Source: an optimization exercise on an open RTL-to-GDS flow (aim: small area, a short achievable clock period and few clock cycles). Production flows keep margins and buffers that such runs may drop. Function was checked by simulation only, so behaviour that the tests miss may differ from the original.

==> 04-28 <==
## softmax
module softmax #(parameter
	ARITH_TYPE = 1,
	DATA_WIDTH = 32,
	INTEGER = 10,
	FRACTION = 22,
    E=8,
    M=23 )
    (
input  wire                  clk,
input  wire                  reset,
input  wire                  softmax_enable,
input  wire [DATA_WIDTH-1:0] in1,
input  wire [DATA_WIDTH-1:0] in2,
input  wire [DATA_WIDTH-1:0] in3,
input  wire [DATA_WIDTH-1:0] in4,
input  wire [DATA_WIDTH-1:0] max_input,
output wire [DATA_WIDTH-1:0] softmax_out_1,
output wire [DATA_WIDTH-1:0] softmax_out_2,
output wire [DATA_WIDTH-1:0] softmax_out_3,
output wire [DATA_WIDTH-1:0] softmax_out_4,
output reg                   softmax_output_ready
    );
localparam [3:0] LAST = 4'd6;
reg [3:0] cnt;    
always @(posedge clk or posedge reset) begin
    if (reset) begin
        cnt <= 4'd0;
        softmax_output_ready <= 1'b0;
    end else begin
        if (softmax_enable)
            cnt <= 4'd1;
        else if (cnt != 4'd0 && cnt != LAST)
            cnt <= cnt + 4'd1;
        else
            cnt <= 4'd0;
        softmax_output_ready <= (cnt == LAST);
    end
end
reg [30:0] xin;
always @(*) begin
    case (cnt[1:0])
    2'd0: xin = in1[30:0];
    2'd1: xin = in2[30:0];
    2'd2: xin = in3[30:0];
    default: xin = in4[30:0];
    endcase
end
wire [26:0] x26 = {1'b0, max_input[25:0]} - {1'b0, xin[25:0]};
reg        s1_bw;
reg [4:0]  s1_xh;
reg [6:0]  s1_idx;
reg [18:0] s1_r;
always @(posedge clk) begin
    s1_bw  <= x26[26];
    s1_xh  <= max_input[30:26] - xin[30:26];
    s1_idx <= x26[25:19];
    s1_r   <= x26[18:0];
end
wire s1_sat = (s1_xh != {4'd0, s1_bw});
wire gp0 = s1_r[0] & s1_r[1];
wire gp1 = s1_r[0] & s1_r[2];
wire gp2 = s1_r[0] & s1_r[3];
wire gp3 = s1_r[0] & s1_r[4];
wire gp4 = s1_r[0] & s1_r[5];
wire gp5 = s1_r[0] & s1_r[6];
wire gp6 = s1_r[0] & s1_r[7];
wire gp7 = s1_r[0] & s1_r[8];
wire gp8 = s1_r[0] & s1_r[9];
wire gp9 = s1_r[0] & s1_r[10];
  ...
==> flow/config.mk <==
export PLATFORM = sky130hd
export DESIGN_NAME = softmax
export DESIGN_NICKNAME = softmax
export VERILOG_FILES = /design/flow/design.v
export SDC_FILE = /design/flow/constraint.sdc
export NUM_CORES = 4
export LEC_CHECK = 0
export ABC_AREA = 1
export CAP_MARGIN = 20
export CORE_MARGIN = 2
export CORE_UTILIZATION = 40
export PLACE_DENSITY = 0.6
export SLEW_MARGIN = 20
export SYNTH_HIERARCHICAL = 1
export SYNTH_MINIMUM_KEEP_SIZE = 0
==> flow/constraint.sdc <==
create_clock -name core_clock -period 15.0 [get_ports {clk}]
set_input_delay 3.0000 -clock core_clock [delete_from_list [all_inputs] [get_ports {clk}]]
set_output_delay 3.0000 -clock core_clock [all_outputs]
set_load 0.01 [all_outputs]
standard.sh (not shown) runs the stock make flow with config.mk's settings and CLKGATE_MAP_FILE= SYNTH_SCRIPT=/design/flow/synth_recipe.tcl, a recipe that flattens the netlist after the stock synthesis.
==> flow/flow/run.sh <==
#!/bin/bash
# Layout flow: the standard ORFS flow (standard.sh, unchanged) with two
# settings passed on to make:
#  - BUFFER_PORTS_ARGS: every input and output port still gets its buffer, a
#    buf_1 (the smallest buffer) instead of the cell buffer_ports picks.
# make's full output goes to flow_make.log; ORFS keeps each step's log under
# orfs/logs.
set -euo pipefail
MARGIN=$(cat flow/margin.txt)
bash standard.sh "SETUP_SLACK_MARGIN=$MARGIN" \
  "BUFFER_PORTS_ARGS=-buffer_cell sky130_fd_sc_hd__buf_1" finish > flow_make.log 2>&1
==> flow/flow/margin.txt <==
9
==> inputs of 03-02, as changes to 04-28 <==
==> flow/flow/margin.txt (replaced) <==
10
==> inputs of 07-26, as changes to 04-28 <==
==> flow/flow/margin.txt (replaced) <==
8
==> impl_results.rst <==
.. list-table::
   :header-rows: 1

   * - Metric
     - Value
   * - FF-to-FF End
     - o4[15]$_DFF_P_
   * - Instance count on the critical path
     - 18
   * - Capture point of the critical path
     - o4[15]$_DFF_P_
   * - Setup Slack @ Placement
     - roughly 8.6 ns
   * - NumNets Final
     - 5309
   * - Max Used Layer
     - met5
   * - Result of the run
     - timing/DRC/antenna clean
   * - Ratio of routed vias to standard cells
     - around 5.5
   * - Met2 wire length
     - ~52000 um
[end of results for 07-26]
==> impl_results.rst <==
.. list-table::
   :header-rows: 1

   * - Metric
     - Value
   * - Result of the run
     - timing/DRC/antenna clean
   * - Via count
     - between 30000 and 40000
   * - Endpoint kind of the worst setup timing path
     - flop
   * - Met2 wire length
     - between 50000 and 60000 um
   * - Ratio of routed vias to standard cells
     - 5.58
   * - Instance count on the critical path
     - 23
   * - Max Used Layer
     - met4
   * - NumNets Final
     - between 5000 and 6000
   * - Capture point of the critical path
     - s3_d[16]$_DFF_P_
   * - FF-to-FF End
     - s3_d[16]$_DFF_P_
   * - Reg2Reg Setup Slack
     - 9.38 ns
[end of results for 03-02]
==> impl_results.rst <==
.. list-table::
   :header-rows: 1

   * - Metric
     - Value
   * - Fillers
     - between 8000 and 9000
   * - FF-to-FF End
     - s3_d[18]$_DFF_P_
   * - Max Used Layer
     - met5
   * - Instance count on the critical path
     - 19
   * - NumNets Final
     - 5420
   * - Result of the run
     - timing/DRC/antenna clean
   * - Setup Slack @ Placement
     - 8.59 ns
   * - Met2 wire length
     - between 50000 and 60000 um
   * - Ratio of routed vias to standard cells
     - between 5 and 6
   * - CTS Buf Count
     - 27
[end of results for 04-28]
Testbench counts of 04-28, summed over its fixed seeds: cycles 16,808.
Testbench counts of 03-02, summed over its fixed seeds: cycles 16,808.
Testbench counts of 07-26, summed over its fixed seeds: cycles 16,808.


==> v13 <==
Another version of the RTL of softmax (not shown whole).
export LEC_CHECK = 0
export ABC_AREA = 1
export CAP_MARGIN = 20
export CORE_MARGIN = 2
export CORE_UTILIZATION = 40
export PLACE_DENSITY = 0.6
export SLEW_MARGIN = 20
create_clock -name core_clock -period 15.0 [get_ports {clk}]
==> flow/flow/run.sh <==
#!/bin/bash
# Layout flow: the standard ORFS flow, unchanged, with its timing repair
# asked to leave extra setup slack (the design is signed off at the design's
# clock period as usual; the margin only makes repair_timing work harder on
# the critical register-to-register paths).
set -euo pipefail
MARGIN=$(cat flow/margin.txt 2>/dev/null || echo 8)
bash standard.sh SETUP_SLACK_MARGIN=$MARGIN finish > flow_make.log 2>&1
==> flow/flow/margin.txt <==
10
==> v21 (differences from v13) <==
==> flow/run.sh (new file) <==
#!/bin/bash
# synth_recipe.tcl (not shown) runs the flow's synth.tcl, then flattens the netlist and writes it again
# the make line also repeats each setting of config.mk as NAME=value (left out here)
make -C /OpenROAD-flow-scripts/flow DESIGN_CONFIG=/design/flow/config.mk WORK_HOME=/design/flow/orfs CLKGATE_MAP_FILE= SYNTH_SCRIPT=/design/flow/synth_recipe.tcl finish
removed: flow/flow/run.sh
removed: flow/flow/margin.txt
removed: flow/standard.sh
==> notes.md <==
- v13 completed without violations. v21 passed the timing, DRC and antenna checks.
- In synthesized cell count, v13 and v21 do not differ.
- Between v13 and v21, the lower final cell count is in v21 (gap 1.6%, measured against v21).
- In v13 the fmax is larger than in v21, by about 20%.
- Synthesized area is the same in v21 and v13.
- Between v13 and v21, the lower global-route usage is in v21 (gap 0.91 points).
- Between v13 and v21, the lower clock skew is in v21 (gap 0.00090 ns).
- Routed wire length: v21 is lower than v13 (about 4.4%).
- Via count: v21 is lower than v13 (about 2.5%).
- In v21 the critical path depth is lower than in v13, by 4.
- In v13 the first-iteration DRC count is larger than in v21, by 7.6%.
Testbench counts of v13, summed over its fixed seeds: cycles 16,808.
Testbench counts of v21, summed over its fixed seeds: cycles 16,808.


==> trial 73 <==
softmax, a different RTL version from the one above (not shown whole).
clock: 15.0 ns
lec_check: 0
abc_area: 1
cap_margin: 20
core_margin: 2
core_utilization: 30
place_density: 0.5
slew_margin: 20
synth_hierarchical: 1
synth_minimum_keep_size: 0
==> flow/flow/run.sh <==
#!/bin/bash
# Layout flow: the standard ORFS flow (standard.sh, unchanged) with two
# settings passed on to make:
#  - BUFFER_PORTS_ARGS: every input and output port still gets its buffer, a
#    buf_1 (the smallest buffer) instead of the cell buffer_ports picks.
# make's full output goes to flow_make.log; ORFS keeps each step's log under
# orfs/logs.
set -euo pipefail
MARGIN=$(cat flow/margin.txt)
bash standard.sh "SETUP_SLACK_MARGIN=$MARGIN" \
  "BUFFER_PORTS_ARGS=-buffer_cell sky130_fd_sc_hd__buf_1" finish > flow_make.log 2>&1
==> flow/flow/margin.txt <==
9
==> build 67 (differences from trial 73) <==
--- a/flow/config.mk
+++ b/flow/config.mk
@@ -7,7 +7,6 @@
 export LEC_CHECK = 0
-export ABC_AREA = 1
 export CAP_MARGIN = 20
 export CORE_MARGIN = 2
-export CORE_UTILIZATION = 30
-export PLACE_DENSITY = 0.5
+export CORE_UTILIZATION = 40
+export PLACE_DENSITY = 0.6
 export SLEW_MARGIN = 20
==> build 29 (differences from trial 73) <==
--- a/flow/config.mk
+++ b/flow/config.mk
@@ -10,4 +10,4 @@
 export CORE_MARGIN = 2
-export CORE_UTILIZATION = 30
-export PLACE_DENSITY = 0.5
+export CORE_UTILIZATION = 40
+export PLACE_DENSITY = 0.6
 export SLEW_MARGIN = 20
==> qor summary <==
| quantity | build 67 | trial 73 | build 29 |
|---|---|---|---|
| Multi-input logic area | 31200 µm² | 26300 µm² | 26200 µm² |
| Clock tree cell share of total cell area | 2.13% | 2.85% | 2.85% |
| Total clock buffers created by CTS | 26 | 28 | 28 |
| Met1 track utilization from global routing | 32.7% | 25.3% | 30.3% |
| Global routing met2 resource utilization | 40.3% | 32.9% | 40.9% |
| Count of mapped cells out of synthesis | 4316 | 3895 | 3895 |
| Utilization of the core after routing | 46.2% | 34.6% | 45.2% |
| Average footprint of a synthesized cell | 8.69 µm² | 8.60 µm² | 8.60 µm² |
| Standard-cell rows | 112 | 122 | 106 |
| Multiplexer share of the synthesized area | 0.280% | 0% | 0% |
| Final-layout clock buffer total | 34 | 33 | 35 |
| Worst slew margin relative to its limit | 27.5% | 25.8% | 31.3% |
| Non-clock buffers, area share | 8.92% | 5.89% | 5.92% |
| GRT Util Overall | 24.0% | 19.2% | 23.9% |
| Run status | timing/DRC/antenna clean | timing/DRC/antenna clean | timing/DRC/antenna clean |
Testbench counts of trial 73, summed over its fixed seeds: cycles 16,808.
Testbench counts of build 67, summed over its fixed seeds: cycles 16,808.
Testbench counts of build 29, summed over its fixed seeds: cycles 16,808.

==> static timing again, ports no longer ideal <==
The results above use ideal ports. As a check the final layouts listed here were re-extracted and re-timed, cells and wires unchanged. Step 1 (the two cells are an assumption about what drives the block):
set clk [get_ports {clk}]
set_driving_cell -lib_cell sky130_fd_sc_hd__clkbuf_16 $clk
set_driving_cell -lib_cell sky130_fd_sc_hd__buf_2 [delete_from_list [all_inputs] $clk]
Step 2, shift: input delay + t, output delay - t, t = (earliest + latest rising clock arrival at the registers) / 2. This alone moves slack from input paths to output paths. Three values: ideal, step 1, step 2; two values: the first two.
| run | t (ns) | setup WS [ns] | worst setup path at the end |
|---|---|---|---|
| 04-28 | 0.637 | 9.097 / 9.097 / 9.097 | register to register |
| 03-02 | 0.649 | 9.381 / 9.381 / 9.381 | register to register |
| 07-26 | 0.635 | 8.380 / 8.380 / 8.380 | register to register |
| v13 | 0.653 | 9.163 / 9.163 / 9.163 | register to register |
| v21 | 0.659 | 7.963 / 7.963 / 7.963 | register to register |
| trial 73 | 0.649 | 9.198 / 9.198 / 9.056 | input to register |
| build 67 | 0.641 | 8.229 / 8.229 / 8.229 | register to register |
| build 29 | 0.633 | 9.227 / 9.227 / 9.135 | input to register |
After both steps setup and hold are still met in every run listed. The setup slack of trial 73, which loses most, moves by 0.000 ns with the drivers and by -0.142 ns with both steps.
